Context: an optimization exercise on an open-source flow, tuned for small area and a short achievable clock period. The choices shown serve that exercise and are no tape-out recipe. Function was not checked in any run shown here: the RTL went through the layout flow alone. Power is estimated from default activity; no workload was simulated.

## config.mk

```make
export PLATFORM = sky130hd
export DESIGN_NAME = lcdTimCtrlCore
export DESIGN_NICKNAME = lcdTimCtrlCore
export VERILOG_FILES = /design/flow/design.v
export SDC_FILE = /design/flow/constraint.sdc
export NUM_CORES = 4
export LEC_CHECK = 0
export CAP_MARGIN = 20
export CORE_MARGIN = 2
export CORE_UTILIZATION = 40
export SLEW_MARGIN = 20
```

## constraint.sdc

```tcl
create_clock -name core_clock -period 11.0 [get_ports {iClkPixel}]
set_input_delay 2.2000 -clock core_clock [delete_from_list [all_inputs] [get_ports {iClkPixel}]]
set_output_delay 2.2000 -clock core_clock [all_outputs]
set_load 0.01 [all_outputs]
```

## design.v

```verilog
`timescale 1ns / 1ps
    module counterFromZeroToLimit #
    (
        parameter integer C_WIDTH = 12
    )
    (
        output reg oSync,                       
        output reg oAct,                        
        output wire oSyncNext,
        output wire oActNext,
        output reg [C_WIDTH - 1 : 0] oAddr,     
        output reg oZero,                       
        input wire [C_WIDTH - 1 : 0] iLenSync,
        input wire [C_WIDTH - 1 : 0] iLenBack,
        input wire [C_WIDTH - 1 : 0] iLenAct,
        input wire [C_WIDTH - 1 : 0] iLenFront,
        input wire iAddrEn,
        input wire iClk,
        input wire iRst,
        input wire iEn
    );
    reg front;
    wire back = ~(oSync | oAct | front);
    reg [C_WIDTH - 1 : 0] count;
    wire last = (count == {{(C_WIDTH - 1){1'b1}}, 1'b0});
    wire step = iEn && last;
    assign oSyncNext = step ? front : oSync;
    assign oActNext = step ? back : oAct;
    wire selSync = front || !iRst;
    wire [C_WIDTH - 1 : 0] countLoad = ~(({C_WIDTH{oSync && iRst}} & iLenBack) | ({C_WIDTH{back}} & iLenAct) |
                                         ({C_WIDTH{oAct}} & iLenFront) | ({C_WIDTH{selSync}} & iLenSync));
    always @(posedge iClk) begin
        if (step || !iRst) begin
            count <= countLoad;
        end else begin
            count <= count + iEn;
        end
    end
    always @(posedge iClk or negedge iRst) begin
        if (!iRst) begin
            oAddr <= 0;
        end else if (iEn && !(oAct && !last && iAddrEn)) begin
            oAddr <= 0;
        end else begin
            oAddr <= oAddr + iEn;
        end
    end
    always @(posedge iClk or negedge iRst) begin
        if (!iRst) begin
            oSync <= 1'b1;
            oAct <= 1'b0;
            front <= 1'b0;
            oZero <= 1'b1;
        end else if (iEn) begin
            oZero <= last && front;
            if (last) begin
                oSync <= front;
                oAct <= back;
                front <= oAct;
            end
        end
    end
    endmodule
`timescale 1ns / 1ps
    module lcdTimCtrlCore #
    (
        parameter integer C_HOR_WIDTH = 12,
        parameter integer C_VER_WIDTH = 12
    )
    (
        output reg oHSynch,
        output reg oVSynch,
        output reg oEnVideo,
        output wire [C_HOR_WIDTH - 1 : 0] oHAddr,
        output wire [C_VER_WIDTH - 1 : 0] oVAddr,
        input wire [C_HOR_WIDTH - 1 : 0] iHWidth,
        input wire [C_HOR_WIDTH - 1 : 0] iHBackPorch,
        input wire [C_HOR_WIDTH - 1 : 0] iHFrontPorch,
        input wire [C_HOR_WIDTH - 1 : 0] iHResolution,
        input wire iHPolarity,
        input wire [C_VER_WIDTH - 1 : 0] iVWidth,
        input wire [C_VER_WIDTH - 1 : 0] iVBackPorch,
        input wire [C_VER_WIDTH - 1 : 0] iVFrontPorch,
        input wire [C_VER_WIDTH - 1 : 0] iVResolution,
        input wire iVPolarity,
        input wire iEnVideoPolarity,
        input wire iClkPixel,
        input wire iRst,
        input wire iEn
    );
    wire hSync, hAct, hSyncNext, hActNext, hZero;
    wire vSync, vAct, vSyncNext, vActNext, vZero;
    wire vEnabler = iEn && hZero;
    counterFromZeroToLimit #
        (
            .C_WIDTH(C_HOR_WIDTH)
        )HorizontalCounter(
            .oSync(hSync),
            .oAct(hAct),
            .oSyncNext(hSyncNext),
            .oActNext(hActNext),
            .oAddr(oHAddr),
            .oZero(hZero),
            .iLenSync(iHWidth),
            .iLenBack(iHBackPorch),
            .iLenAct(iHResolution),
            .iLenFront(iHFrontPorch),
            .iAddrEn(vAct),
            .iClk(iClkPixel),
            .iRst(iRst),
            .iEn(iEn)
        );
    counterFromZeroToLimit #
        (
            .C_WIDTH(C_VER_WIDTH)
        )VerticalCounter(
            .oSync(vSync),
            .oAct(vAct),
            .oSyncNext(vSyncNext),
            .oActNext(vActNext),
            .oAddr(oVAddr),
            .oZero(vZero),
            .iLenSync(iVWidth),
            .iLenBack(iVBackPorch),
            .iLenAct(iVResolution),
            .iLenFront(iVFrontPorch),
            .iAddrEn(1'b1),
            .iClk(iClkPixel),
            .iRst(iRst),
            .iEn(vEnabler)
        );
    always @(posedge iClkPixel) begin
        oHSynch <= (hSyncNext || !iRst) ? iHPolarity : ~iHPolarity;
        oVSynch <= (vSyncNext || !iRst) ? iVPolarity : ~iVPolarity;
        oEnVideo <= (hActNext && vActNext && iRst) ? iEnVideoPolarity : ~iEnVideoPolarity;
    end
    endmodule
```

## flow/run.sh

```bash
#!/bin/bash
# Own flow: the standard layout (standard.sh) with two changes:
#  - the port buffers are small buffers instead of the default delay cells;
#  - the timing repair aims for more setup slack than the clock needs.
# Each ORFS step writes its full log under orfs/logs/.
export BUFFER_PORTS_ARGS="-buffer_cell sky130_fd_sc_hd__buf_1"
export SETUP_SLACK_MARGIN=7.6
bash standard.sh > standard.log 2>&1
```

## standard.sh

```bash
#!/bin/bash
# synth_recipe.tcl (not shown) runs the flow's synth.tcl, then flattens the netlist and writes it again
# the make line also repeats each setting of config.mk as NAME=value (left out here)
make -C /OpenROAD-flow-scripts/flow DESIGN_CONFIG=/design/flow/config.mk WORK_HOME=/design/flow/orfs CLKGATE_MAP_FILE= SYNTH_SCRIPT=/design/flow/synth_recipe.tcl "${@:-finish}"
```

==> impl_metrics.env, run 1 <==
export IMPL_cts_tree="done"
export IMPL_setup_viol=0
export IMPL_met1_usage_pct=28.5
export IMPL_critPathRequiredTime_ps=11230
export IMPL_drive_above_1_share_pct=8.58
export IMPL_cts_setup_buffers=0
export IMPL_setup_tns_ps=0
export IMPL_synthesis_area_um2=3110
export IMPL_die_y_um=92.1
export IMPL_avgSynthCellArea_um2=8.95
export IMPL_grt_pass1_vias=2811
export IMPL_antenna_found_initial=0
export IMPL_start_kind="input port"
export IMPL_post_drt_wl_per_cell_um=13.7
export IMPL_die_x_um=92.1
export IMPL_net_switching_power_mw=0.120
export IMPL_crit_path_max_fanout=6
export IMPL_syn2layout_area_growth_pct=27.2
export IMPL_worst_slew_pin_transition_ps=638
export IMPL_grt_use_met3_pct=4.93
export IMPL_rr_worst_depth=4
export IMPL_rsz0062_at_grt="yes"
export IMPL_first_iter_violations=158
export IMPL_clk_pin_slew_worst_paths_ps=60
export IMPL_crit_arrival_ps=3640
export IMPL_use_met2_pct=28.8
export IMPL_finish_net_count=583
export IMPL_synthArstFlopShare_pct=53.4
export IMPL_num_rows=32
export IMPL_grt_max_degree=43
export IMPL_die_area_um2=8490
export IMPL_slew_headroom_pct=57.4
export IMPL_ir_drop_mv=0.0549
export IMPL_clockBufferDepth=2
export IMPL_diodes=0
export IMPL_skew_ps=6.80
export IMPL_synth_most_common_cell="nand3_1"
export IMPL_pwr_share_clk_pct=42.2
export IMPL_endpoint_kind="flop"
export IMPL_dr_pass1_iters=9
export IMPL_fin_crit_sh_pct=30.9
export IMPL_numCtsBuffers=9
export IMPL_crit_chain="buf_2 -> nand2_4 -> or4_4 -> or2_4 -> o211a_1 -> xor2_1"
export IMPL_place_gp_congestion=0.818
export IMPL_synth_flop_cell="dfrtp_1"
export IMPL_place_area_um2=3690
export IMPL_ys_seq_area_share_pct=42.5
export IMPL_power_frac_seq_pct=47.5
export IMPL_synthTopCellsByCount="nand3_1, nand2_1, xor2_1"
export IMPL_status="finished clean"
export IMPL_slew_viol_final=0
export IMPL_ys_seq_elements=58
export IMPL_crit_type="in2reg"
export IMPL_synth_top_area_cell="dfrtp_1"
export IMPL_p_int_mw=0.370
export IMPL_gr_usage_all_layers_pct=19.9
export IMPL_syn_inst=347
export IMPL_cts_sinks=58
export IMPL_critPathCapture="oVSynch"
export IMPL_yosys_area_top_type_share_pct=22.6
export IMPL_cp_depth=6
export IMPL_min_path_type="reg2reg"
export IMPL_portBuffers=128
export IMPL_worstPathBufferInverterCount=1
export IMPL_drt_total_wl_um=7970
export IMPL_p_leak_nw=1.60
export IMPL_switching_share_pct=24.5
export IMPL_core_area_um2=7610
export IMPL_reg2reg_to="HorizontalCounter.oAddr[6]"
export IMPL_grt_pass1_wl_um=13300
export IMPL_postRouteAntennaNets=0
export IMPL_vias=3013
export IMPL_critPathSlowestCell="or4_4"
export IMPL_yosys_warnings=2
export IMPL_grt_busiest_layer="met2"
export IMPL_drv_cap=0
export IMPL_num_io_pins=129
export IMPL_synth_area_leaders="dfrtp_1, dfxtp_1, xor2_1, a222oi_1, nand3_1"
export IMPL_synth_edf_count=0
export IMPL_gr_total_overflow=0
export IMPL_routed_via_density=5.19
export IMPL_startpoint="iEn"
export IMPL_stdcell_area_um2=3950
export IMPL_preCtsSetupSlack_ps=6950
export IMPL_hold_viol_final=0
export IMPL_dp_hpwl_um=5850
export IMPL_fillers=773
export IMPL_p_per_area_nw_per_um2=124
export IMPL_slowest_delay_ps=530
export IMPL_synth_cell_types=39
export IMPL_r2r_start="HorizontalCounter.count[2]"
export IMPL_synth_nets=457
export IMPL_setup_ws_ps=7600
export IMPL_cts_root_buffer="clkbuf_8"
export IMPL_timing_critical_path_max_delay_family="simple AND/OR/NAND/NOR gates"
export IMPL_pwr_share_comb_pct=10.3
export IMPL_clk_latency_ps=340
export IMPL_clock_fmax_mhz=294
export IMPL_r2r_slack_ps=9070
export IMPL_drc_errors=0
export IMPL_hp_start="HorizontalCounter.oAddr[11]"
export IMPL_ctsHtreeMaxLevel=3
export IMPL_start_util_pct=40.8
export IMPL_period_minus_slack_ps=3400
-- per-layer routing --
| metal | up-vias | part of all wire, % | wire, um |
|---|---|---|---|
| li1 | 1509 | - | - |
| met4 | 0 | 1.5 | 117 |
| met5 | - | 0 | 0 |
| met2 | 123 | 43 | 3460 |
| met1 | 1372 | 47 | 3760 |
| met3 | 9 | 7.8 | 624 |
-- worst register-to-register path, delay by kind of cell, from the launching register on --
kind             cells  cell delay (ps)
AND/OR/NAND/NOR      3              790
AO/OA/AOI/OAI        1              560
flip-flops           1              440
-- power groups by stage --
| stage | Clock [mW] | Combinational, mW | Sequential [mW] |
|---|---|---|---|
| 2_1_floorplan | 0 | 0.0253 | 0.236 |
| 5_1_grt | 0.222 | 0.0576 | 0.235 |
| 4_1_cts | 0.213 | 0.0498 | 0.233 |
| 6_report | 0.207 | 0.0503 | 0.233 |
| 3_5_place_dp | 0 | 0.0488 | 0.237 |
| 3_3_place_gp | 0 | 0.0480 | 0.236 |
-- metrics by stage --
stage / total power [mW] / instances / util [%] / hold WS (ps)
final: 0.490 / 580 / 52.0 / 545
after global routing: 0.514 / 580 / 52.0 / 571
after CTS: 0.496 / 580 / 51.5 / 550
after detailed placement: 0.286 / 564 / 48.5 / 533
after global placement: 0.284 / 563 / 48.3 / 523
after floorplan: 0.261 / 347 / - / 505
-- kinds of logic after synthesis --
| family | Yosys count | synth area share (%) |
|---|---|---|
| simple gates | 152 | 23.8 |
| flops | 58 | 42.5 |
| compound gates | 55 | 13.3 |
| xor+xnor | 43 | 12.1 |
| buf+inv | 27 | 3.63 |
| fa+ha+maj | 8 | 3.22 |
| mux | 4 | 1.45 |
-- state kept, by name, summed over array words and instances (netlist names) --
register,flops
VerticalCounter.front,1
oHSynch,1
VerticalCounter.oAddr,12
VerticalCounter.oAct,1
oEnVideo,1
HorizontalCounter.oSync,1
HorizontalCounter.front,1
VerticalCounter.count,12
oVSynch,1
VerticalCounter.oSync,1
HorizontalCounter.count,12
HorizontalCounter.oAddr,12
HorizontalCounter.oZero,1
HorizontalCounter.oAct,1
-- worst min path at each step --
stage | end | slack, ps | cells past startpoint
final | HorizontalCounter.oAddr[11] | 540 | 2
after global routing | VerticalCounter.oAddr[11] | 570 | 2
after CTS | HorizontalCounter.oAddr[11] | 550 | 2
after detailed placement | HorizontalCounter.oAddr[11] | 530 | 2
after global placement | HorizontalCounter.oAddr[11] | 520 | 2
after floorplan | VerticalCounter.front | 510 | 1
-- cell type report --
class / instances / area (um2) / share of cell area [%]
clock buffers: 14 / 173 / 4.37
inverters: 10 / 37.5 / 0.950
repair buffers: 132 / 529 / 13.4
multi-input cells: 262 / 1730 / 43.8
well taps: 102 / 128 / 3.23
flip-flops and latches: 58 / 1320 / 33.4
clock inverters: 2 / 35.0 / 0.886
-- cells in the final DEF, fill, tap and decap left out, drive strengths merged, types with 2 or more instances in the layout --
master	instances
dfrtp	28
and4	2
nor3	4
xnor2	11
nand2b	2
mux2	4
nor2	30
nand3	45
nand4	10
o21ai	26
or2	2
xor2	32
dfxtp	27
nand2	42
nor4	2
buf	131
a222oi	24
and3	4
and2	3
ha	8
clkbuf	15
dfstp	3
inv	10
nor2b	2
-- what timing repair did --
action                                 CTS  global route
endpoints found under the hold margin    0             0
pin swaps                                0             2
setup endpoints to repair               40            22
resized for setup                        8             8
hold buffers                             0             0
==> run 2: changes to the inputs <==
--- a/config.mk
+++ b/config.mk
@@ -8,4 +8,6 @@
 export CAP_MARGIN = 20
 export CORE_MARGIN = 2
 export CORE_UTILIZATION = 40
+export CTS_CLUSTER_DIAMETER = 300
+export CTS_CLUSTER_SIZE = 64
 export SLEW_MARGIN = 20
==> impl_metrics.env, run 2 <==
export IMPL_status="finished clean"
export IMPL_vias=3013
export IMPL_rsz0062_at_grt="yes"
export IMPL_synthTopCellsByCount="nand3_1, nand2_1, xor2_1"
export IMPL_r2r_start="HorizontalCounter.count[2]"
export IMPL_yosys_area_top_type_share_pct=22.6
export IMPL_fin_crit_sh_pct=30.9
export IMPL_num_rows=32
export IMPL_post_drt_wl_per_cell_um=13.7
export IMPL_synth_flop_cell="dfrtp_1"
export IMPL_grt_pass1_wl_um=13300
export IMPL_worstPathBufferInverterCount=1
export IMPL_synth_edf_count=0
export IMPL_synth_nets=457
export IMPL_synth_cell_types=39
export IMPL_antenna_found_initial=0
export IMPL_num_io_pins=129
export IMPL_crit_arrival_ps=3640
export IMPL_gr_total_overflow=0
export IMPL_p_per_area_nw_per_um2=124
export IMPL_holdBufCountCts=0
export IMPL_ir_drop_mv=0.0549
export IMPL_clock_fmax_mhz=294
export IMPL_final_common_cell="buf_1"
export IMPL_crit_path_max_fanout=6
export IMPL_critPathCapture="oVSynch"
export IMPL_core_area_um2=7610
export IMPL_critPathRequiredTime_ps=11230
export IMPL_start_util_pct=40.8
export IMPL_endpoint_kind="flop"
export IMPL_dr_pass1_iters=9
export IMPL_drt_total_wl_um=7970
export IMPL_syn2layout_area_growth_pct=27.2
export IMPL_crit_chain="buf_2 -> nand2_4 -> or4_4 -> or2_4 -> o211a_1 -> xor2_1"
export IMPL_clk_pin_slew_worst_paths_ps=60
export IMPL_slowest_delay_ps=530
export IMPL_clockBufferDepth=2
export IMPL_portBuffers=128
export IMPL_avgSynthCellArea_um2=8.95
export IMPL_die_y_um=92.1
export IMPL_slew_viol_final=0
export IMPL_r2r_slack_ps=9070
export IMPL_worst_slew_pin_transition_ps=638
export IMPL_startpoint="iEn"
export IMPL_diodes=0
export IMPL_most_common_layout_cells="buf_1, nand3_1, nand2_1"
export IMPL_postRouteAntennaNets=0
export IMPL_ys_seq_elements=58
export IMPL_die_area_um2=8490
export IMPL_start_kind="input port"
export IMPL_synthesis_area_um2=3110
export IMPL_reg2reg_to="HorizontalCounter.oAddr[6]"
export IMPL_dp_hpwl_um=5850
export IMPL_ys_seq_area_share_pct=42.5
export IMPL_drive_above_1_share_pct=8.58
export IMPL_synth_most_common_cell="nand3_1"
export IMPL_rr_worst_depth=4
export IMPL_min_path_type="reg2reg"
export IMPL_skew_ps=6.80
export IMPL_cts_tree="done"
export IMPL_cp_depth=6
export IMPL_synth_top_area_cell="dfrtp_1"
export IMPL_power_mw=0.490
export IMPL_timing_critical_path_max_delay_family="simple AND/OR/NAND/NOR gates"
export IMPL_yosys_warnings=2
export IMPL_setup_tns_ps=0
export IMPL_slew_headroom_pct=57.4
export IMPL_ctsHtreeMaxLevel=3
export IMPL_p_leak_nw=1.60
export IMPL_drv_cap=0
export IMPL_gr_usage_all_layers_pct=19.9
export IMPL_first_iter_violations=158
export IMPL_finish_net_count=583
export IMPL_synthArstFlopShare_pct=53.4
export IMPL_syn_inst=347
export IMPL_clk_latency_ps=340
export IMPL_period_minus_slack_ps=3400
export IMPL_hold_viol_final=0
export IMPL_setup_viol=0
export IMPL_numCtsBuffers=9
export IMPL_grt_max_degree=43
export IMPL_die_x_um=92.1
export IMPL_crit_type="in2reg"
export IMPL_place_gp_congestion=0.818
export IMPL_cts_sinks=58
export IMPL_synth_area_leaders="dfrtp_1, dfxtp_1, xor2_1, a222oi_1, nand3_1"
export IMPL_grt_pass1_vias=2811
export IMPL_drc_errors=0
export IMPL_routed_via_density=5.19
export IMPL_cts_setup_buffers=0
export IMPL_cts_root_buffer="clkbuf_8"
export IMPL_critPathSlowestCell="or4_4"
==> run 2: cell counts in the layout (fill, tap and decap cells not counted) <==
No cell type changed its count.
==> run 2: cell type report <==
type | instances | area (um2)
clock buffer | 14 | 173
clock inverter | 2 | 35.0
fill | 773 | 3650
inverter | 10 | 37.5
multi-input combinational | 262 | 1730
sequential | 58 | 1320
tap | 102 | 128
timing repair buffer | 132 | 529
==> run 2: logic make-up (layout without fill, tap and decap cells) <==
| kind of cell | after synthesis | in the layout | share of synthesized area [%] |
|---|---|---|---|
| buffers and inverters | 27 | 158 | 3.63 |
| xor gates and xnor gates | 43 | 43 | 12.1 |
| DFF | 58 | 58 | 42.5 |
| AOI/OAI and AO/OA | 55 | 55 | 13.3 |
| adders and majority gates | 8 | 8 | 3.22 |
| and+or+nand+nor | 152 | 152 | 23.8 |
| muxes | 4 | 4 | 1.45 |
==> run 2: how the worst min path moves through the flow <==
stage                     cells past startpoint                        start                          end  slack, ps
after global placement                        2  HorizontalCounter.oAddr[11]  HorizontalCounter.oAddr[11]        520
after detailed placement                      2  HorizontalCounter.oAddr[11]  HorizontalCounter.oAddr[11]        530
final                                         2  HorizontalCounter.oAddr[11]  HorizontalCounter.oAddr[11]        540
after floorplan                               1        VerticalCounter.front        VerticalCounter.front        510
after CTS                                     2  HorizontalCounter.oAddr[11]  HorizontalCounter.oAddr[11]        550
after global routing                          2    VerticalCounter.oAddr[11]    VerticalCounter.oAddr[11]        570
==> run 2: per-stage QoR <==
stage	instances	cell area (um2)	utilization, %	setup WS (ps)	hold slack (ps)
3_5_place_dp	564	3690	48.5	6950	533
6_report	580	3950	52.0	7600	545
4_1_cts	580	3920	51.5	7590	550
3_3_place_gp	563	3670	48.3	6650	523
5_1_grt	580	3950	52.0	7590	571
2_1_floorplan	347	3130	-	7470	505
==> run 2: timing repair <==
action,CTS,global route
endpoints found under the setup margin,40,22
pin swaps,0,2
gates resized for setup,8,8
==> run 2: metal layers <==
layer | part of all wire, % | global-route usage [%] | vias to the layer above
met5 | 0 | 0 | -
met4 | 1.5 | 7.71 | 0
met3 | 7.8 | 4.93 | 9
met2 | 43 | 28.8 | 123
met1 | 47 | 28.5 | 1372
li1 | - | - | 1509
==> run 2: worst reg2reg max path, delay by kind of cell (launching register included) <==
family	cells	cell delay [ps]
AOI/OAI and AO/OA	1	560
DFF	1	440
and+or+nand+nor	3	790
==> run 2: report_power, final <==
group	switching [mW]	internal, mW
clock	0.0838	0.123
sequential	0.00992	0.223
combinational	0.0262	0.0240
total	0.120	0.370
==> run 3: changes to the inputs <==
--- a/design.v
+++ b/design.v
@@ -1,7 +1,8 @@
 `timescale 1ns / 1ps
     module counterFromZeroToLimit #
     (
-        parameter integer C_WIDTH = 12
+        parameter integer C_WIDTH = 12,
+        parameter integer C_HOLD = 0      
     )
     (
         output reg oSync,                       
@@ -29,22 +30,40 @@
     wire selSync = front || !iRst;
     wire [C_WIDTH - 1 : 0] countLoad = ~(({C_WIDTH{oSync && iRst}} & iLenBack) | ({C_WIDTH{back}} & iLenAct) |
                                          ({C_WIDTH{oAct}} & iLenFront) | ({C_WIDTH{selSync}} & iLenSync));
-    always @(posedge iClk) begin
-        if (step || !iRst) begin
-            count <= countLoad;
-        end else begin
-            count <= count + iEn;
+    wire addrCount = oAct && !last && iAddrEn;
+    generate
+        if (C_HOLD) begin : gHold
+            always @(posedge iClk) begin
+                if (step || !iRst) begin
+                    count <= countLoad;
+                end else if (iEn) begin
+                    count <= count + 1'b1;
+                end
+            end
+            always @(posedge iClk) begin
+                if (!iRst) begin
+                    oAddr <= 0;
+                end else if (iEn) begin
+                    oAddr <= addrCount ? oAddr + 1'b1 : {C_WIDTH{1'b0}};
+                end
+            end
+        end else begin : gCarry
+            always @(posedge iClk) begin
+                if (step || !iRst) begin
+                    count <= countLoad;
+                end else begin
+                    count <= count + iEn;
+                end
+            end
+            always @(posedge iClk) begin
+                if (!iRst || (iEn && !addrCount)) begin
+                    oAddr <= 0;
+                end else begin
+                    oAddr <= oAddr + iEn;
+                end
+            end
         end
-    end
-    always @(posedge iClk or negedge iRst) begin
-        if (!iRst) begin
-            oAddr <= 0;
-        end else if (iEn && !(oAct && !last && iAddrEn)) begin
-            oAddr <= 0;
-        end else begin
-            oAddr <= oAddr + iEn;
-        end
-    end
+    endgenerate
     always @(posedge iClk or negedge iRst) begin
         if (!iRst) begin
             oSync <= 1'b1;
@@ -112,7 +131,8 @@
         );
     counterFromZeroToLimit #
         (
-            .C_WIDTH(C_VER_WIDTH)
+            .C_WIDTH(C_VER_WIDTH),
+            .C_HOLD(1)
         )VerticalCounter(
             .oSync(vSync),
             .oAct(vAct),
==> flow/run.sh (replaced) <==
#!/bin/bash
# Own flow: the standard layout (standard.sh) with these changes:
#  - the port buffers are small buffers (buf_1) instead of the default delay cells;
#  - the timing repair aims for more setup slack than the clock needs;
#  - clock tree synthesis inserts no dummy loads.
# Each ORFS step writes its full log under orfs/logs/.
export BUFFER_PORTS_ARGS="-buffer_cell sky130_fd_sc_hd__buf_1"
export SETUP_SLACK_MARGIN=7.9
export CTS_ARGS="-sink_clustering_enable -repair_clock_nets -dont_use_dummy_load"
bash standard.sh > standard.log 2>&1
--- a/config.mk
+++ b/config.mk
@@ -8,6 +8,5 @@
 export CAP_MARGIN = 20
 export CORE_MARGIN = 2
 export CORE_UTILIZATION = 40
-export CTS_CLUSTER_DIAMETER = 300
-export CTS_CLUSTER_SIZE = 64
 export SLEW_MARGIN = 20
+export TNS_END_PERCENT = 0
==> impl_metrics.env, run 3 <==
export IMPL_status="finished clean"
export IMPL_gr_usage_all_layers_pct=18.9
export IMPL_power_mw=0.433
export IMPL_first_iter_violations=173
export IMPL_num_io_pins=129
export IMPL_grt_pass1_wl_um=13000
export IMPL_yosys_warnings=3
export IMPL_synth_nets=461
export IMPL_die_y_um=92.6
export IMPL_min_path_type="reg2reg"
export IMPL_clockBufferDepth=2
export IMPL_fin_crit_sh_pct=29.2
export IMPL_diodes=0
export IMPL_grt_max_degree=25
export IMPL_syn2layout_area_growth_pct=25.4
export IMPL_start_kind="input port"
export IMPL_skew_ps=15.4
export IMPL_slew_viol_final=0
export IMPL_cts_root_buffer="clkbuf_8"
export IMPL_start_util_pct=41.0
export IMPL_final_common_cell="buf_1"
export IMPL_drc_errors=0
export IMPL_ctsHtreeMaxLevel=3
export IMPL_antenna_found_initial=0
export IMPL_synth_most_common_cell="nand2_1"
export IMPL_core_area_um2=7650
export IMPL_ys_seq_area_share_pct=42.1
export IMPL_critPathSlowestCell="mux2_4"
export IMPL_postRouteAntennaNets=0
export IMPL_num_rows=32
export IMPL_pwr_share_clk_pct=33.3
export IMPL_dp_hpwl_um=5630
export IMPL_finish_net_count=592
export IMPL_ir_drop_mv=0.0458
export IMPL_crit_type="in2reg"
export IMPL_most_common_layout_cells="buf_1, nand2_1, dfxtp_1"
export IMPL_setup_viol=0
export IMPL_critPathRequiredTime_ps=11260
export IMPL_power_frac_seq_pct=55.0
export IMPL_hp_start="HorizontalCounter.oZero"
export IMPL_hold_viol_final=0
export IMPL_die_x_um=92.6
export IMPL_grt_pass1_vias=2870
export IMPL_p_leak_nw=1.44
export IMPL_slew_headroom_pct=55.5
export IMPL_clk_pin_slew_worst_paths_ps=60
export IMPL_clock_fmax_mhz=312
export IMPL_p_int_mw=0.326
export IMPL_crit_path_max_fanout=5
export IMPL_worstPathBufferInverterCount=2
export IMPL_gr_total_overflow=0
export IMPL_net_switching_power_mw=0.106
export IMPL_slowest_delay_ps=320
export IMPL_setup_tns_ps=0
export IMPL_clk_latency_ps=330
export IMPL_dr_pass1_iters=8
export IMPL_r2r_start="VerticalCounter.oAct"
export IMPL_drive_above_1_share_pct=9.15
export IMPL_avgSynthCellArea_um2=8.91
export IMPL_grt_busiest_layer="met2"
export IMPL_vias=3038
export IMPL_period_minus_slack_ps=3210
export IMPL_routed_via_density=5.21
export IMPL_worst_slew_pin_transition_ps=663
export IMPL_place_gp_congestion=0.757
export IMPL_holdBufCountCts=0
export IMPL_synth_top_area_cell="dfxtp_1"
export IMPL_crit_chain="buf_12 -> nand4b_1 -> nor4_4 -> buf_4 -> mux2_4 -> nand3_4 -> xor2_1"
export IMPL_synthesis_area_um2=3140
export IMPL_synth_cell_types=39
export IMPL_timing_critical_path_max_delay_family="simple AND/OR/NAND/NOR gates"
export IMPL_synth_edf_count=12
export IMPL_drv_cap=0
export IMPL_p_per_area_nw_per_um2=110
export IMPL_synthTopCellsByCount="nand2_1, dfxtp_1, nand3_1"
export IMPL_syn_inst=352
export IMPL_die_area_um2=8570
export IMPL_portBuffers=128
export IMPL_yosys_area_top_type_share_pct=24.9
export IMPL_cts_tree="done"
export IMPL_startpoint="iEn"
export IMPL_synth_flop_cell="dfxtp_1"
export IMPL_drt_total_wl_um=7730
export IMPL_synth_area_leaders="dfxtp_1, edfxtp_1, a222oi_1, xor2_1, nand2_1"
export IMPL_numCtsBuffers=9
export IMPL_fillers=769
export IMPL_preCtsSetupSlack_ps=6690
export IMPL_post_drt_wl_per_cell_um=13.3
export IMPL_timing_hold_ws_ps=507
export IMPL_endpoint_kind="flop"
export IMPL_ys_seq_elements=58
export IMPL_crit_arrival_ps=3470
export IMPL_rsz0062_at_grt="yes"
export IMPL_use_met2_pct=30.4
export IMPL_setup_ws_ps=7790
export IMPL_synthArstFlopShare_pct=12.1
export IMPL_met1_usage_pct=25.6
export IMPL_cts_sinks=58
export IMPL_finalCoreUtilization_pct=51.5
export IMPL_grt_use_met3_pct=3.58
export IMPL_pwr_share_comb_pct=11.7
export IMPL_switching_share_pct=24.6
run 3: worst paths after layout:
path / endpoint / slack, ps / depth (start not counted)
worst max-delay path: oEnVideo / 7790 / 7
worst min-delay path: HorizontalCounter.oZero / 510 / 2
worst max register to register: VerticalCounter.count[7] / 8930 / 5
worst min register to register: HorizontalCounter.oZero / 510 / 2
max in group asynchronous: HorizontalCounter.oSync / 8940 / 1
min in group asynchronous: VerticalCounter.front / 1780 / 1
run 3: timing repair:
action | 4_1_cts | 5_1_grt
pin swaps | 4 | 4
gates cloned | 1 | 0
gates resized for setup | 20 | 3
setup buffers | 4 | 1
endpoints found under the setup margin | 73 | 75
run 3: through the flow:
| step | area, um2 | instances |
|---|---|---|
| after floorplan | 3150 | 352 |
| after global placement | 3690 | 568 |
| after detailed placement | 3690 | 568 |
| after CTS | 3920 | 582 |
| after global routing | 3940 | 583 |
| final | 3940 | 583 |
run 3: power groups by stage:
stage          Combinational (mW)  Sequential [mW]  Clock, mW
3_5_place_dp               0.0480            0.242          0
2_1_floorplan              0.0284            0.241          0
3_3_place_gp               0.0475            0.242          0
4_1_cts                    0.0509            0.238      0.148
6_report                   0.0508            0.238      0.144
5_1_grt                    0.0586            0.240      0.157
run 3: metal layers:
layer	vias up	routed length [um]
met5	-	0
met4	0	92
met3	8	486
met2	103	3530
met1	1393	3630
li1	1534	-
run 3: worst min-delay path, delay by kind of cell (launching register included):
kind	cells	cell delay, ps
compound gates	1	70
flops	1	380
buf+inv	1	50
run 3: cells by family (layout without fill, tap and decap cells):
| family | after synthesis | after routing | share of synthesized area [%] |
|---|---|---|---|
| fa+ha+maj | 7 | 7 | 2.79 |
| xor+xnor | 42 | 42 | 11.7 |
| mux | 6 | 6 | 2.39 |
| buf+inv | 25 | 153 | 3.55 |
| compound gates | 56 | 56 | 13.0 |
| flops | 58 | 58 | 42.1 |
| simple gates | 158 | 159 | 24.5 |
run 3: cell type report:
cell class                      instances  area (um2)  share of cell area (%)
Multi-Input combinational cell        270        1780                    45.2
Sequential cell                        58        1320                    33.5
Timing Repair Buffer                  135         553                    14.0
Clock buffer                            9         124                    3.15
Inverter                                9        33.8                   0.858
Tap cell                              102         128                    3.24
==> run 4: changes to the inputs <==
--- a/flow/run.sh
+++ b/flow/run.sh
@@ -5,6 +5,6 @@
 #  - clock tree synthesis inserts no dummy loads.
 # Each ORFS step writes its full log under orfs/logs/.
 export BUFFER_PORTS_ARGS="-buffer_cell sky130_fd_sc_hd__buf_1"
-export SETUP_SLACK_MARGIN=7.9
+export SETUP_SLACK_MARGIN=7.8
 export CTS_ARGS="-sink_clustering_enable -repair_clock_nets -dont_use_dummy_load"
 bash standard.sh > standard.log 2>&1
--- a/config.mk
+++ b/config.mk
@@ -9,4 +9,3 @@
 export CORE_MARGIN = 2
 export CORE_UTILIZATION = 40
 export SLEW_MARGIN = 20
-export TNS_END_PERCENT = 0
==> impl_metrics.env, run 4 <==
export IMPL_synth_area_leaders="dfxtp_1, edfxtp_1, a222oi_1, xor2_1, nand2_1"
export IMPL_post_drt_wl_per_cell_um=13.3
export IMPL_antenna_found_initial=0
export IMPL_slew_headroom_pct=61.9
export IMPL_clk_pin_slew_worst_paths_ps=60
export IMPL_synth_top_area_cell="dfxtp_1"
export IMPL_most_common_layout_cells="buf_1, nand2_1, dfxtp_1"
export IMPL_synth_compound_area_share_pct=13.0
export IMPL_worst_slew_pin_transition_ps=571
export IMPL_num_rows=32
export IMPL_p_int_mw=0.327
export IMPL_synth_top_family_by_area="simple AND/OR/NAND/NOR gates"
export IMPL_clock_fmax_mhz=315
export IMPL_cts_root_buffer="clkbuf_8"
export IMPL_p_leak_nw=1.43
export IMPL_startpoint="iEn"
export IMPL_power_frac_seq_pct=55.0
export IMPL_vias=3024
export IMPL_drive_above_1_share_pct=9.81
export IMPL_rr_worst_depth=7
export IMPL_yosys_area_top_type_share_pct=24.9
export IMPL_seqCellArea_um2=1320
export IMPL_multi_input_area_um2=1820
export IMPL_portBuffers=128
export IMPL_synth_xor_area_share_pct=11.7
export IMPL_period_minus_slack_ps=3170
export IMPL_rsz0062_at_grt="yes"
export IMPL_synth_adder_area_share_pct=2.79
export IMPL_numCtsBuffers=9
export IMPL_core_area_um2=7650
export IMPL_diodes=0
export IMPL_finalCoreUtilization_pct=51.8
export IMPL_synth_nets=461
export IMPL_slew_viol_final=0
export IMPL_holdBufCountCts=0
export IMPL_setup_viol=0
export IMPL_cts_sinks=58
export IMPL_routed_via_density=5.20
export IMPL_r2r_start="VerticalCounter.count[0]"
export IMPL_syn2layout_area_growth_pct=26.4
export IMPL_clk_latency_ps=330
export IMPL_first_iter_violations=157
export IMPL_cts_tree="done"
export IMPL_avgSynthCellArea_um2=8.91
export IMPL_crit_type="in2reg"
export IMPL_place_gp_congestion=0.780
export IMPL_final_common_cell="buf_1"
export IMPL_die_y_um=92.6
export IMPL_synthArstFlopShare_pct=12.1
export IMPL_die_area_um2=8570
export IMPL_num_io_pins=129
export IMPL_min_path_cells=2
export IMPL_synthSimpleGateAreaFrac_pct=24.5
export IMPL_synth_most_common_cell="nand2_1"
export IMPL_hp_start="HorizontalCounter.oAddr[11]"
export IMPL_gr_total_overflow=0
export IMPL_synthMuxAreaShare_pct=2.39
export IMPL_pwr_share_comb_pct=12.0
export IMPL_clockBufferDepth=2
export IMPL_synth_cell_types=39
export IMPL_grt_max_degree=26
export IMPL_net_switching_power_mw=0.107
export IMPL_start_kind="input port"
export IMPL_dp_hpwl_um=5650
export IMPL_synth_flop_cell="dfxtp_1"
export IMPL_synthTopCellsByCount="nand2_1, dfxtp_1, nand3_1"
export IMPL_critPathRequiredTime_ps=11220
export IMPL_postRouteAntennaNets=0
export IMPL_fin_crit_sh_pct=28.8
export IMPL_drv_cap=0
export IMPL_synth_edf_count=12
export IMPL_pwr_share_clk_pct=33.1
export IMPL_finish_net_count=590
export IMPL_min_path_type="reg2reg"
export IMPL_dr_pass1_iters=4
export IMPL_p_per_area_nw_per_um2=109
export IMPL_start_util_pct=41.0
export IMPL_drc_errors=0
export IMPL_synthesis_area_um2=3140
export IMPL_die_x_um=92.6
export IMPL_setup_tns_ps=0
export IMPL_crit_path_max_fanout=7
export IMPL_ys_seq_elements=58
export IMPL_switching_share_pct=24.6
export IMPL_hold_viol_final=0
export IMPL_drt_total_wl_um=7750
export IMPL_skew_ps=15.4
export IMPL_status="finished clean"
export IMPL_grt_pass1_wl_um=12900
export IMPL_ctsHtreeMaxLevel=3
export IMPL_yosys_warnings=3
export IMPL_ys_seq_area_share_pct=42.1
export IMPL_gr_usage_all_layers_pct=18.8
export IMPL_crit_arrival_ps=3390
export IMPL_endpoint_kind="flop"
export IMPL_fillers=786
export IMPL_grt_pass1_vias=2828
export IMPL_syn_inst=352
export IMPL_ir_drop_mv=0.0511
## run 4: what timing repair did
| action | CTS | global route |
|---|---|---|
| setup endpoints to repair | 64 | 26 |
| gates cloned | 0 | 1 |
| pin swaps | 3 | 1 |
| buffers inserted | 3 | 0 |
| resized for setup | 22 | 8 |
## run 4: final timing paths
kind | end | slack, ps
max | oHSynch | 7830
min | HorizontalCounter.oAddr[11] | 520
max reg2reg | oVSynch | 9040
min reg2reg | HorizontalCounter.oAddr[11] | 520
max in group asynchronous | HorizontalCounter.oSync | 9030
min in group asynchronous | HorizontalCounter.front | 1720
## run 4: metal layers
layer  vias to the layer above  GRT usage [%]  share of wire, %
li1                       1537              -                 -
met1                      1395           24.1                48
met2                        82           31.8                46
met3                        10           3.42               4.6
met4                         0           6.34               1.3
met5                         -              0                 0
## run 4: through the flow
stage                     instance area [um2]  instances  setup slack, ps  power, mW  hold slack (ps)
final                                    3970        581             7830      0.434              519
after global routing                     3970        581             7770      0.456              548
after CTS                                3930        580             7740      0.438              524
after detailed placement                 3730        568             6570      0.292              507
after global placement                   3730        568             6620      0.291              500
after floorplan                          3210        352             7540      0.272              500
## run 4: final cells by class
cell class	count	area share, %
clock buffers	9	3.12
inverters	9	0.852
multi-input cells	270	45.8
flip-flops and latches	58	33.3
well taps	102	3.22
repair buffers	133	13.7
## run 4: cells by family (layout without fill, tap and decap cells)
group | Yosys count | after routing
fa+ha+maj | 7 | 7
mux | 6 | 6
buf+inv | 25 | 151
xor+xnor | 42 | 42
simple gates | 158 | 159
flops | 58 | 58
compound gates | 56 | 56
## run 4: power by group through the flow
stage	registers, mW	clock network (mW)	logic, mW
after global placement	0.242	0	0.0486
after detailed placement	0.243	0	0.0493
after global routing	0.240	0.156	0.0598
final	0.238	0.143	0.0520
after floorplan	0.241	0	0.0305
after CTS	0.238	0.148	0.0515
## run 4: worst max-delay path: stages
cell	delay (ps)
buf_12	100
nand4b_1	140
nor4_4	260
mux2_4	340
or2_4	230
xnor2_1	110
==> run 5: changes to the inputs <==
--- a/design.v
+++ b/design.v
@@ -40,7 +40,7 @@
                     count <= count + 1'b1;
                 end
             end
-            always @(posedge iClk) begin
+            always @(posedge iClk or negedge iRst) begin
                 if (!iRst) begin
                     oAddr <= 0;
                 end else if (iEn) begin
@@ -55,8 +55,10 @@
                     count <= count + iEn;
                 end
             end
-            always @(posedge iClk) begin
-                if (!iRst || (iEn && !addrCount)) begin
+            always @(posedge iClk or negedge iRst) begin
+                if (!iRst) begin
+                    oAddr <= 0;
+                end else if (iEn && !addrCount) begin
                     oAddr <= 0;
                 end else begin
                     oAddr <= oAddr + iEn;
==> impl_metrics.env, run 5 <==
export IMPL_yosys_area_top_type_share_pct=21.7
export IMPL_grt_pass1_vias=2868
export IMPL_hold_viol_final=0
export IMPL_diodes=0
export IMPL_min_path_type="reg2reg"
export IMPL_r2r_start="VerticalCounter.count[0]"
export IMPL_synthArstFlopShare_pct=53.4
export IMPL_critPathRequiredTime_ps=11200
export IMPL_drv_cap=0
export IMPL_crit_type="in2reg"
export IMPL_die_x_um=93.8
export IMPL_routed_via_density=5.24
export IMPL_rsz0062_at_grt="yes"
export IMPL_worst_slew_pin_transition_ps=563
export IMPL_cts_sinks=58
export IMPL_ys_seq_elements=58
export IMPL_timing_hold_ws_ps=505
export IMPL_drt_total_wl_um=8090
export IMPL_rr_worst_depth=6
export IMPL_reg2reg_to="VerticalCounter.oAddr[4]"
export IMPL_num_io_pins=129
export IMPL_synth_most_common_cell="nand2_1"
export IMPL_fin_crit_sh_pct=28.4
export IMPL_num_rows=32
export IMPL_setup_tns_ps=0
export IMPL_dp_hpwl_um=5750
export IMPL_synthesis_area_um2=3230
export IMPL_start_util_pct=41.5
export IMPL_drive_above_1_share_pct=11.1
export IMPL_slew_viol_final=0
export IMPL_most_common_layout_cells="buf_1, nand2_1, nand3_1"
export IMPL_grt_pass1_wl_um=13600
export IMPL_synth_cell_types=35
export IMPL_holdBufCountCts=0
export IMPL_vias=3027
export IMPL_crit_path_max_fanout=7
export IMPL_clock_fmax_mhz=320
export IMPL_antenna_found_initial=0
export IMPL_yosys_warnings=3
export IMPL_drc_errors=0
export IMPL_status="finished clean"
export IMPL_power_mw=0.444
export IMPL_numCtsBuffers=9
export IMPL_clk_latency_ps=340
export IMPL_synth_flop_cell="dfrtp_1"
export IMPL_startpoint="iEn"
export IMPL_crit_arrival_ps=3330
export IMPL_syn2layout_area_growth_pct=28.2
export IMPL_setup_viol=0
export IMPL_die_y_um=93.8
export IMPL_die_area_um2=8800
export IMPL_r2r_slack_ps=9060
export IMPL_p_leak_nw=1.60
export IMPL_synthTopCellsByCount="nand2_1, nand3_1, dfrtp_1, xor2_1, o21ai_0"
export IMPL_ys_seq_area_share_pct=44.6
export IMPL_first_iter_violations=225
export IMPL_critPathCapture="HorizontalCounter.count[10]"
export IMPL_period_minus_slack_ps=3130
export IMPL_grt_max_degree=23
export IMPL_postRouteAntennaNets=0
export IMPL_clockBufferDepth=2
export IMPL_post_drt_wl_per_cell_um=14.0
export IMPL_synth_nets=456
export IMPL_portBuffers=128
export IMPL_synth_area_leaders="dfrtp_1, edfxtp_1, dfxtp_1, xor2_1, a222oi_1"
export IMPL_dr_pass1_iters=7
export IMPL_core_area_um2=7770
export IMPL_ctsHtreeMaxLevel=3
export IMPL_p_per_area_nw_per_um2=107
export IMPL_finish_net_count=587
export IMPL_gr_usage_all_layers_pct=19.6
export IMPL_avgSynthCellArea_um2=9.30
export IMPL_ir_drop_mv=0.0769
export IMPL_start_kind="input port"
export IMPL_final_common_cell="buf_1"
export IMPL_gr_total_overflow=0
export IMPL_place_gp_congestion=0.797
export IMPL_syn_inst=347
export IMPL_slew_headroom_pct=62.4
export IMPL_skew_ps=26.3
export IMPL_synth_edf_count=12
export IMPL_cts_root_buffer="clkbuf_8"
export IMPL_clk_pin_slew_worst_paths_ps=60
export IMPL_endpoint_kind="flop"
export IMPL_synth_top_area_cell="dfrtp_1"
export IMPL_cts_tree="done"
[run 5: worst max-delay path: stages]
cell and delay, ps:
buf_12 100, ha_4 150, ha_4 140, and3_4 210, nand3_4 90, nor3_2 200, xnor2_1 160, o21ai_1 70
[run 5: worst min-delay path by stage]
stage	start	to	slack, ps	cells after the start
final	HorizontalCounter.oZero	HorizontalCounter.oZero	510	2
after global routing	HorizontalCounter.oZero	HorizontalCounter.oZero	520	2
after CTS	HorizontalCounter.oZero	HorizontalCounter.oZero	510	2
after detailed placement	HorizontalCounter.oZero	HorizontalCounter.oZero	490	2
after global placement	HorizontalCounter.oZero	HorizontalCounter.oZero	490	2
after floorplan	HorizontalCounter.oZero	HorizontalCounter.oZero	480	2
[run 5: power by group]
group          leakage, nW  switching [mW]  internal, mW
clock network       0.0647          0.0730        0.0725
logic                0.877          0.0288        0.0276
registers            0.662          0.0108         0.231
[run 5: cell families after synthesis]
family                   Yosys count  synth area share (%)
buffers and inverters             24                  3.41
adder cells (fa/ha/maj)            7                  2.72
flip-flops                        58                  44.6
AND/OR/NAND/NOR                  156                  23.2
multiplexers                       6                  2.33
XOR/XNOR                          41                  11.1
AO/OA/AOI/OAI                     55                  12.6
[run 5: what timing repair did]
| action | in CTS | in global routing |
|---|---|---|
| setup endpoints to repair | 59 | 21 |
| cloned | 2 | 0 |
| setup buffers | 4 | 0 |
| pin swaps | 2 | 7 |
| gates resized for setup | 19 | 7 |
[run 5: layout make-up]
cell class | count | area, um2
clock buffer | 9 | 124
tap | 102 | 128
inverter | 7 | 26.3
fill | 750 | 3630
multi-input combinational | 266 | 1820
timing repair buffer | 136 | 596
sequential | 58 | 1440
[run 5: per-layer routing]
metal,global-route usage (%),wire (um),up-vias
met1,28.0,3950,1376
met5,0,0,-
li1,-,-,1535
met2,29.3,3570,110
met3,4.57,468,6
met4,5.80,98,0
[run 5: per-stage QoR]
stage	setup WS (ps)	util [%]	instance area, um2	std cells
6_report	7870	53.2	4140	578
4_1_cts	7790	53.1	4120	578
3_3_place_gp	7000	49.6	3850	563
5_1_grt	7780	53.2	4140	578
2_1_floorplan	7630	-	3320	347
3_5_place_dp	6900	49.6	3850	563
==> run 6: changes to the inputs <==
--- a/design.v
+++ b/design.v
@@ -2,14 +2,14 @@
     module counterFromZeroToLimit #
     (
         parameter integer C_WIDTH = 12,
-        parameter integer C_HOLD = 0      
+        parameter integer C_SLOW = 0
     )
     (
         output reg oSync,                       
         output reg oAct,                        
         output wire oSyncNext,
         output wire oActNext,
-        output reg [C_WIDTH - 1 : 0] oAddr,     
+        output wire [C_WIDTH - 1 : 0] oAddr,    
         output reg oZero,                       
         input wire [C_WIDTH - 1 : 0] iLenSync,
         input wire [C_WIDTH - 1 : 0] iLenBack,
@@ -23,47 +23,44 @@
     reg front;
     wire back = ~(oSync | oAct | front);
     reg [C_WIDTH - 1 : 0] count;
-    wire last = (count == {{(C_WIDTH - 1){1'b1}}, 1'b0});
+    wire countEnd = (count == {{(C_WIDTH - 1){1'b1}}, 1'b0});
+    wire last;
     wire step = iEn && last;
     assign oSyncNext = step ? front : oSync;
     assign oActNext = step ? back : oAct;
     wire selSync = front || !iRst;
-    wire [C_WIDTH - 1 : 0] countLoad = ~(({C_WIDTH{oSync && iRst}} & iLenBack) | ({C_WIDTH{back}} & iLenAct) |
-                                         ({C_WIDTH{oAct}} & iLenFront) | ({C_WIDTH{selSync}} & iLenSync));
-    wire addrCount = oAct && !last && iAddrEn;
+    wire [C_WIDTH - 1 : 0] countLoad;
+    always @(posedge iClk) begin
+        if (step || !iRst) begin
+            count <= countLoad;
+        end else begin
+            count <= count + iEn;
+        end
+    end
     generate
-        if (C_HOLD) begin : gHold
+        if (C_SLOW) begin : gSlow
+            assign countLoad = back ? {C_WIDTH{1'b0}} :
+                               ~(({C_WIDTH{oSync && iRst}} & iLenBack) | ({C_WIDTH{oAct}} & iLenFront) |
+                                 ({C_WIDTH{selSync}} & iLenSync));
+            reg lastReg;
             always @(posedge iClk) begin
-                if (step || !iRst) begin
-                    count <= countLoad;
-                end else if (iEn) begin
-                    count <= count + 1'b1;
+                lastReg <= oAct ? (count + 1'b1 == iLenAct) : countEnd;
+            end
+            assign last = lastReg;
+            assign oAddr = count;
+        end else begin : gFast
+            assign countLoad = ~(({C_WIDTH{oSync && iRst}} & iLenBack) | ({C_WIDTH{back}} & iLenAct) |
+                                 ({C_WIDTH{oAct}} & iLenFront) | ({C_WIDTH{selSync}} & iLenSync));
+            assign last = countEnd;
+            reg [C_WIDTH - 1 : 0] addr;
+            always @(posedge iClk) begin
+                if (!iRst || (iEn && !(oAct && !last && iAddrEn))) begin
+                    addr <= 0;
+                end else begin
+                    addr <= addr + iEn;
                 end
             end
-            always @(posedge iClk or negedge iRst) begin
-                if (!iRst) begin
-                    oAddr <= 0;
-                end else if (iEn) begin
-                    oAddr <= addrCount ? oAddr + 1'b1 : {C_WIDTH{1'b0}};
-                end
-            end
-        end else begin : gCarry
-            always @(posedge iClk) begin
-                if (step || !iRst) begin
-                    count <= countLoad;
-                end else begin
-                    count <= count + iEn;
-                end
-            end
-            always @(posedge iClk or negedge iRst) begin
-                if (!iRst) begin
-                    oAddr <= 0;
-                end else if (iEn && !addrCount) begin
-                    oAddr <= 0;
-                end else begin
-                    oAddr <= oAddr + iEn;
-                end
-            end
+            assign oAddr = addr;
         end
     endgenerate
     always @(posedge iClk or negedge iRst) begin
@@ -111,6 +108,7 @@
     );
     wire hSync, hAct, hSyncNext, hActNext, hZero;
     wire vSync, vAct, vSyncNext, vActNext, vZero;
+    wire [C_VER_WIDTH - 1 : 0] vCount;
     wire vEnabler = iEn && hZero;
     counterFromZeroToLimit #
         (
@@ -134,13 +132,13 @@
     counterFromZeroToLimit #
         (
             .C_WIDTH(C_VER_WIDTH),
-            .C_HOLD(1)
+            .C_SLOW(1)
         )VerticalCounter(
             .oSync(vSync),
             .oAct(vAct),
             .oSyncNext(vSyncNext),
             .oActNext(vActNext),
-            .oAddr(oVAddr),
+            .oAddr(vCount),
             .oZero(vZero),
             .iLenSync(iVWidth),
             .iLenBack(iVBackPorch),
@@ -151,6 +149,7 @@
             .iRst(iRst),
             .iEn(vEnabler)
         );
+    assign oVAddr = vCount & {C_VER_WIDTH{vAct}};
     always @(posedge iClkPixel) begin
         oHSynch <= (hSyncNext || !iRst) ? iHPolarity : ~iHPolarity;
         oVSynch <= (vSyncNext || !iRst) ? iVPolarity : ~iVPolarity;
--- a/config.mk
+++ b/config.mk
@@ -9,3 +9,4 @@
 export CORE_MARGIN = 2
 export CORE_UTILIZATION = 40
 export SLEW_MARGIN = 20
+export TNS_END_PERCENT = 0
==> impl_metrics.env, run 6 <==
export IMPL_start_util_pct=41.0
export IMPL_rr_worst_depth=5
export IMPL_slew_headroom_pct=60.3
export IMPL_worstPathBufferInverterCount=1
export IMPL_die_x_um=89.8
export IMPL_synth_edf_count=0
export IMPL_clockBufferDepth=2
export IMPL_timing_critical_path_max_delay_family="flip-flops"
export IMPL_period_minus_slack_ps=3340
export IMPL_antenna_found_initial=0
export IMPL_fin_crit_sh_pct=30.4
export IMPL_drc_errors=0
export IMPL_grt_max_degree=26
export IMPL_vias=2968
export IMPL_crit_path_max_fanout=13
export IMPL_r2r_start="VerticalCounter.count[3]"
export IMPL_crit_chain="and2_1 -> buf_1"
export IMPL_synth_cell_types=42
export IMPL_syn2layout_area_growth_pct=22.2
export IMPL_core_area_um2=7180
export IMPL_gr_usage_all_layers_pct=19.5
export IMPL_cp_depth=2
export IMPL_slowest_delay_ps=540
export IMPL_first_iter_violations=230
export IMPL_synthTopCellsByCount="dfxtp_1, nand3_1, nand2_1"
export IMPL_hold_viol_final=0
export IMPL_yosys_area_top_type_share_pct=27.2
export IMPL_diodes=0
export IMPL_crit_type="reg2out"
export IMPL_finish_net_count=581
export IMPL_clk_pin_slew_worst_paths_ps=90
export IMPL_gr_total_overflow=0
export IMPL_dp_hpwl_um=6070
export IMPL_ys_seq_elements=47
export IMPL_cts_sinks=47
export IMPL_clock_fmax_mhz=299
export IMPL_fillers=742
export IMPL_synth_top_area_cell="dfxtp_1"
export IMPL_synth_nets=464
export IMPL_reg2reg_to="VerticalCounter.gSlow.lastReg"
export IMPL_holdBufCountCts=0
export IMPL_cts_root_buffer="clkbuf_8"
export IMPL_crit_arrival_ps=1140
export IMPL_grt_pass1_vias=2850
export IMPL_post_drt_wl_per_cell_um=14.1
export IMPL_drt_total_wl_um=7990
export IMPL_portBuffers=128
export IMPL_min_path_type="reg2reg"
export IMPL_drv_cap=0
export IMPL_numCtsBuffers=5
export IMPL_cts_tree="done"
export IMPL_finalCoreUtilization_pct=50.2
export IMPL_drive_above_1_share_pct=8.32
export IMPL_dr_pass1_iters=4
export IMPL_num_rows=31
export IMPL_reg_top3="HorizontalCounter.count x12, HorizontalCounter.gFast.addr x12, VerticalCounter.count x12"
export IMPL_r2r_slack_ps=9020
export IMPL_final_common_cell="buf_1"
export IMPL_num_io_pins=129
export IMPL_ctsHtreeMaxLevel=2
export IMPL_synthesis_area_um2=2950
export IMPL_die_area_um2=8070
export IMPL_start_kind="flop"
export IMPL_routed_via_density=5.23
export IMPL_ir_drop_mv=0.0526
export IMPL_p_per_area_nw_per_um2=88.7
export IMPL_setup_viol=0
export IMPL_worst_slew_pin_transition_ps=593
export IMPL_skew_ps=16.0
export IMPL_grt_pass1_wl_um=13100
export IMPL_critPathCapture="oVAddr[6]"
export IMPL_critPathSlowestCell="dfrtp_4"
export IMPL_status="finished clean"
export IMPL_startpoint="VerticalCounter.oAct"
export IMPL_syn_inst=354
export IMPL_p_leak_nw=1.25
export IMPL_min_path_cells=2
export IMPL_postRouteAntennaNets=0
export IMPL_die_y_um=89.8
export IMPL_most_common_layout_cells="buf_1, nand3_1, dfxtp_1"
export IMPL_synthArstFlopShare_pct=14.9
export IMPL_slew_viol_final=0
export IMPL_synth_area_leaders="dfxtp_1, xnor2_1, nand3_1, xor2_1, a222oi_1"
export IMPL_ys_seq_area_share_pct=33.3
export IMPL_rsz0062_at_grt="yes"
export IMPL_setup_tns_ps=0
export IMPL_critPathRequiredTime_ps=8800
export IMPL_endpoint_kind="output port"
export IMPL_yosys_warnings=3
export IMPL_avgSynthCellArea_um2=8.32
export IMPL_place_gp_congestion=0.817
export IMPL_clk_latency_ps=290
export IMPL_synth_flop_cell="dfxtp_1"
[run 6: cell count changes after synthesis, sizes merged, moves of 14 or more]
| cell | before | now |
|---|---|---|
| a21oi | 0 | 14 |
| dfrtp | 28 | 4 |
| dfxtp | 15 | 40 |
| nand2 | 49 | 29 |
| xnor2 | 13 | 28 |
[run 6: worst min path at each step]
stage	to	slack, ps	start
global placement	HorizontalCounter.oZero	480	HorizontalCounter.oZero
global route	HorizontalCounter.oZero	550	HorizontalCounter.oZero
detailed placement	HorizontalCounter.oZero	480	HorizontalCounter.oZero
finish	HorizontalCounter.oZero	490	HorizontalCounter.oZero
CTS	HorizontalCounter.oZero	500	HorizontalCounter.oZero
floorplan	HorizontalCounter.oZero	460	HorizontalCounter.oZero
[run 6: repair_timing]
action,CTS,global route
resized for setup,13,4
pin swaps,1,2
hold endpoints to repair,0,0
endpoints found under the setup margin,52,52
buffers inserted,3,0
[run 6: area by class of cell]
class | instances | area, um2 | area share [%]
clock buffers | 5 | 68.8 | 1.91
well taps | 99 | 124 | 3.44
multi-input cells | 274 | 1860 | 51.6
inverters | 10 | 37.5 | 1.04
flip-flops and latches | 47 | 986 | 27.4
repair buffers | 133 | 527 | 14.6
[run 6: logic make-up after synthesis]
family,after synthesis,synth area share (%)
adders and majority gates,8,3.40
DFF,47,33.3
muxes,6,2.29
xor gates and xnor gates,49,14.6
and+or+nand+nor,141,25.1
AOI/OAI and AO/OA,70,15.9
buffers and inverters,33,5.44
[run 6: routing by layer]
layer	share of wire [%]	vias up	GRT usage, %
met5	0	-	0
met4	2.1	0	5.64
met3	5.3	17	3.69
met2	47	103	32.5
met1	46	1360	25.7
li1	-	1488	-
[run 6: per-stage QoR]
step	power [mW]	cells	cell area (um2)	hold slack (ps)	setup slack, ps
floorplan	0.209	354	2960	456	7590
global placement	0.227	560	3460	479	6960
detailed placement	0.228	560	3460	484	6860
CTS	0.322	568	3590	499	7640
global route	0.337	568	3600	550	7600
finish	0.319	568	3600	492	7660
[run 6: report_power, final]
group / internal (mW) / switching, mW
clock: 0.0411 / 0.0534
sequential: 0.177 / 0.00601
combinational: 0.0202 / 0.0217
[run 6: worst register-to-register path: cells and delay by family, from the launching register on]
kind | cells | cell delay [ps]
AND/OR/NAND/NOR | 3 | 600
flip-flops | 1 | 500
AO/OA/AOI/OAI | 2 | 770
==> run 7: changes to the inputs <==
--- a/flow/run.sh
+++ b/flow/run.sh
@@ -5,6 +5,6 @@
 #  - clock tree synthesis inserts no dummy loads.
 # Each ORFS step writes its full log under orfs/logs/.
 export BUFFER_PORTS_ARGS="-buffer_cell sky130_fd_sc_hd__buf_1"
-export SETUP_SLACK_MARGIN=7.8
+export SETUP_SLACK_MARGIN=7.6
 export CTS_ARGS="-sink_clustering_enable -repair_clock_nets -dont_use_dummy_load"
 bash standard.sh > standard.log 2>&1
==> impl_metrics.env, run 7 <==
export IMPL_status="finished clean"
export IMPL_postRouteAntennaNets=0
export IMPL_min_path_type="reg2reg"
export IMPL_gr_total_overflow=0
export IMPL_synthTopCellsByCount="dfxtp_1, nand3_1, nand2_1"
export IMPL_post_drt_wl_per_cell_um=14.0
export IMPL_synthArstFlopShare_pct=14.9
export IMPL_start_util_pct=41.0
export IMPL_synth_cell_types=42
export IMPL_synth_nets=464
export IMPL_synth_xor_area_share_pct=14.6
export IMPL_ctsHtreeMaxLevel=2
export IMPL_drt_total_wl_um=7930
export IMPL_avgSynthCellArea_um2=8.32
export IMPL_p_leak_nw=1.24
export IMPL_cts_root_buffer="clkbuf_8"
export IMPL_dp_hpwl_um=6120
export IMPL_rr_worst_depth=5
export IMPL_antenna_found_initial=0
export IMPL_worst_slew_pin_transition_ps=507
export IMPL_grt_pass1_vias=2774
export IMPL_p_per_area_nw_per_um2=89.2
export IMPL_rsz0062_at_grt="yes"
export IMPL_synth_compound_area_share_pct=15.9
export IMPL_grt_pass1_wl_um=13000
export IMPL_drc_errors=0
export IMPL_period_minus_slack_ps=3370
export IMPL_gr_usage_all_layers_pct=19.2
export IMPL_routed_via_density=5.22
export IMPL_die_x_um=89.8
export IMPL_dr_pass1_iters=5
export IMPL_hold_viol_final=0
export IMPL_synth_edf_count=0
export IMPL_final_common_cell="buf_1"
export IMPL_slew_viol_final=0
export IMPL_synthesis_area_um2=2950
export IMPL_min_path_cells=2
export IMPL_endpoint_kind="flop"
export IMPL_timing_hold_ws_ps=493
export IMPL_critPathRequiredTime_ps=11190
export IMPL_clock_fmax_mhz=296
export IMPL_crit_type="in2reg"
export IMPL_synth_adder_area_share_pct=3.40
export IMPL_crit_arrival_ps=3560
export IMPL_synthSimpleGateAreaFrac_pct=25.1
export IMPL_die_y_um=89.8
export IMPL_ys_seq_elements=47
export IMPL_synthMuxAreaShare_pct=2.29
export IMPL_synth_flop_cell="dfxtp_1"
export IMPL_diodes=0
export IMPL_num_io_pins=129
export IMPL_syn2layout_area_growth_pct=20.7
export IMPL_syn_inst=354
export IMPL_setup_viol=0
export IMPL_ir_drop_mv=0.0687
export IMPL_power_mw=0.317
export IMPL_die_area_um2=8070
export IMPL_cts_tree="done"
export IMPL_setup_tns_ps=0
export IMPL_drive_above_1_share_pct=7.07
export IMPL_core_area_um2=7180
export IMPL_ys_seq_area_share_pct=33.3
export IMPL_place_gp_congestion=0.830
export IMPL_num_rows=31
export IMPL_synth_top_family_by_area="simple AND/OR/NAND/NOR gates"
export IMPL_reg_top3="HorizontalCounter.count x12, HorizontalCounter.gFast.addr x12, VerticalCounter.count x12"
export IMPL_grt_max_degree=31
export IMPL_drv_cap=0
export IMPL_crit_path_max_fanout=6
export IMPL_first_iter_violations=201
export IMPL_most_common_layout_cells="buf_1, dfxtp_1, nand3_1"
export IMPL_skew_ps=18.1
export IMPL_synth_top_area_cell="dfxtp_1"
export IMPL_holdBufCountCts=0
export IMPL_portBuffers=128
export IMPL_clk_pin_slew_worst_paths_ps=90
export IMPL_finish_net_count=579
export IMPL_synth_area_leaders="dfxtp_1, xnor2_1, nand3_1, xor2_1, a222oi_1"
export IMPL_clk_latency_ps=300
export IMPL_cts_sinks=47
export IMPL_clockBufferDepth=2
export IMPL_numCtsBuffers=5
export IMPL_start_kind="input port"
export IMPL_vias=2952
export IMPL_yosys_area_top_type_share_pct=27.2
export IMPL_slew_headroom_pct=65.3
export IMPL_yosys_warnings=3
export IMPL_fin_crit_sh_pct=30.7
==> run 7: cell counts after synthesis <==
No cell type changed its count.
==> run 7: kinds of logic after synthesis <==
family                     after synthesis
AOI/OAI and AO/OA                       70
xor gates and xnor gates                49
adders and majority gates                8
buffers and inverters                   33
DFF                                     47
muxes                                    6
and+or+nand+nor                        141
==> run 7: final cells by class <==
class | count | area (um2)
sequential | 47 | 983
tap | 99 | 124
clock buffer | 5 | 68.8
timing repair buffer | 131 | 512
inverter | 10 | 37.5
fill | 737 | 3620
multi-input combinational | 274 | 1830
==> run 7: repair_timing <==
action | in CTS | in global routing
resized for setup | 3 | 8
endpoints found under the setup margin | 49 | 52
gates cloned | 0 | 0
setup buffers | 0 | 1
pin swaps | 0 | 0
==> run 7: final timing paths <==
kind                                                 end                startpoint  slack (ps)
min reg2reg                      HorizontalCounter.oZero   HorizontalCounter.oZero         490
min                              HorizontalCounter.oZero   HorizontalCounter.oZero         490
max reg2reg                VerticalCounter.gSlow.lastReg  VerticalCounter.count[2]        9000
max in group asynchronous          VerticalCounter.oSync                      iRst        8920
max                                              oHSynch                       iEn        7630
min in group asynchronous         HorizontalCounter.oAct                      iRst        1780
==> run 7: per-stage QoR <==
step | instance area [um2] | std cells | setup slack (ps) | util [%]
2_1_floorplan | 2960 | 354 | 7580 | -
3_3_place_gp | 3450 | 560 | 7040 | 48.1
3_5_place_dp | 3450 | 560 | 6930 | 48.1
4_1_cts | 3530 | 565 | 7430 | 49.1
5_1_grt | 3560 | 566 | 7540 | 49.6
6_report | 3560 | 566 | 7630 | 49.6
==> run 7: metal layers <==
metal  GRT usage (%)  share of wire, %
met1            25.7                45
met2            31.8                48
met3            3.52               5.1
met4            5.13               1.5
met5               0                 0
==> run 7: worst max-delay path, cell delays in order <==
cell      delay, ps
clkbuf_4        150
nand3b_1        130
nor4_4          260
mux2_2          400
or2_2           290
xnor2_1         120
==> run 7: report_power, final <==
| group | switching, mW | internal (mW) |
|---|---|---|
| Clock | 0.0523 | 0.0411 |
| Sequential | 0.00597 | 0.177 |
| Combinational | 0.0214 | 0.0198 |
| Total | 0.0797 | 0.238 |

==> static timing again, ports no longer ideal <==
In the flow no input, the clock included, has a driving cell. The finished layouts below were timed again as built, in two steps.
Step 1 sets driving cells, clkbuf_16 on the clock port and buf_2 on the other inputs (assumed; they add their load-dependent delay and slew).
Step 2 times the ports against the registers' clock, not the clock port: input delays grow and output delays shrink by t, the midpoint of the rising clock arrivals with the driver on.
Slacks: ideal / step 1 / step 2; pairs: ideal / step 1.
| run | t, ns | slack for setup (ns) | worst register clock-pin slew, ns |
|---|---|---|---|
| run 1 | 0.370 | 7.597 / 7.611 / 7.241 | 0.07 / 0.07 |
| run 2 | 0.370 | 7.597 / 7.611 / 7.241 | 0.07 / 0.07 |
| run 3 | 0.350 | 7.791 / 7.753 / 7.403 | 0.06 / 0.06 |
| run 4 | 0.350 | 7.827 / 7.785 / 7.435 | 0.07 / 0.07 |
| run 5 | 0.354 | 7.871 / 7.839 / 7.485 | 0.07 / 0.07 |
| run 6 | 0.314 | 7.659 / 7.631 / 7.363 | 0.09 / 0.09 |
| run 7 | 0.317 | 7.626 / 7.622 / 7.313 | 0.09 / 0.09 |
After both steps setup and hold are still met in every run listed. For run 4, which loses most, drivers alone change the setup slack by -0.042 ns; drivers and shift together by -0.392 ns.
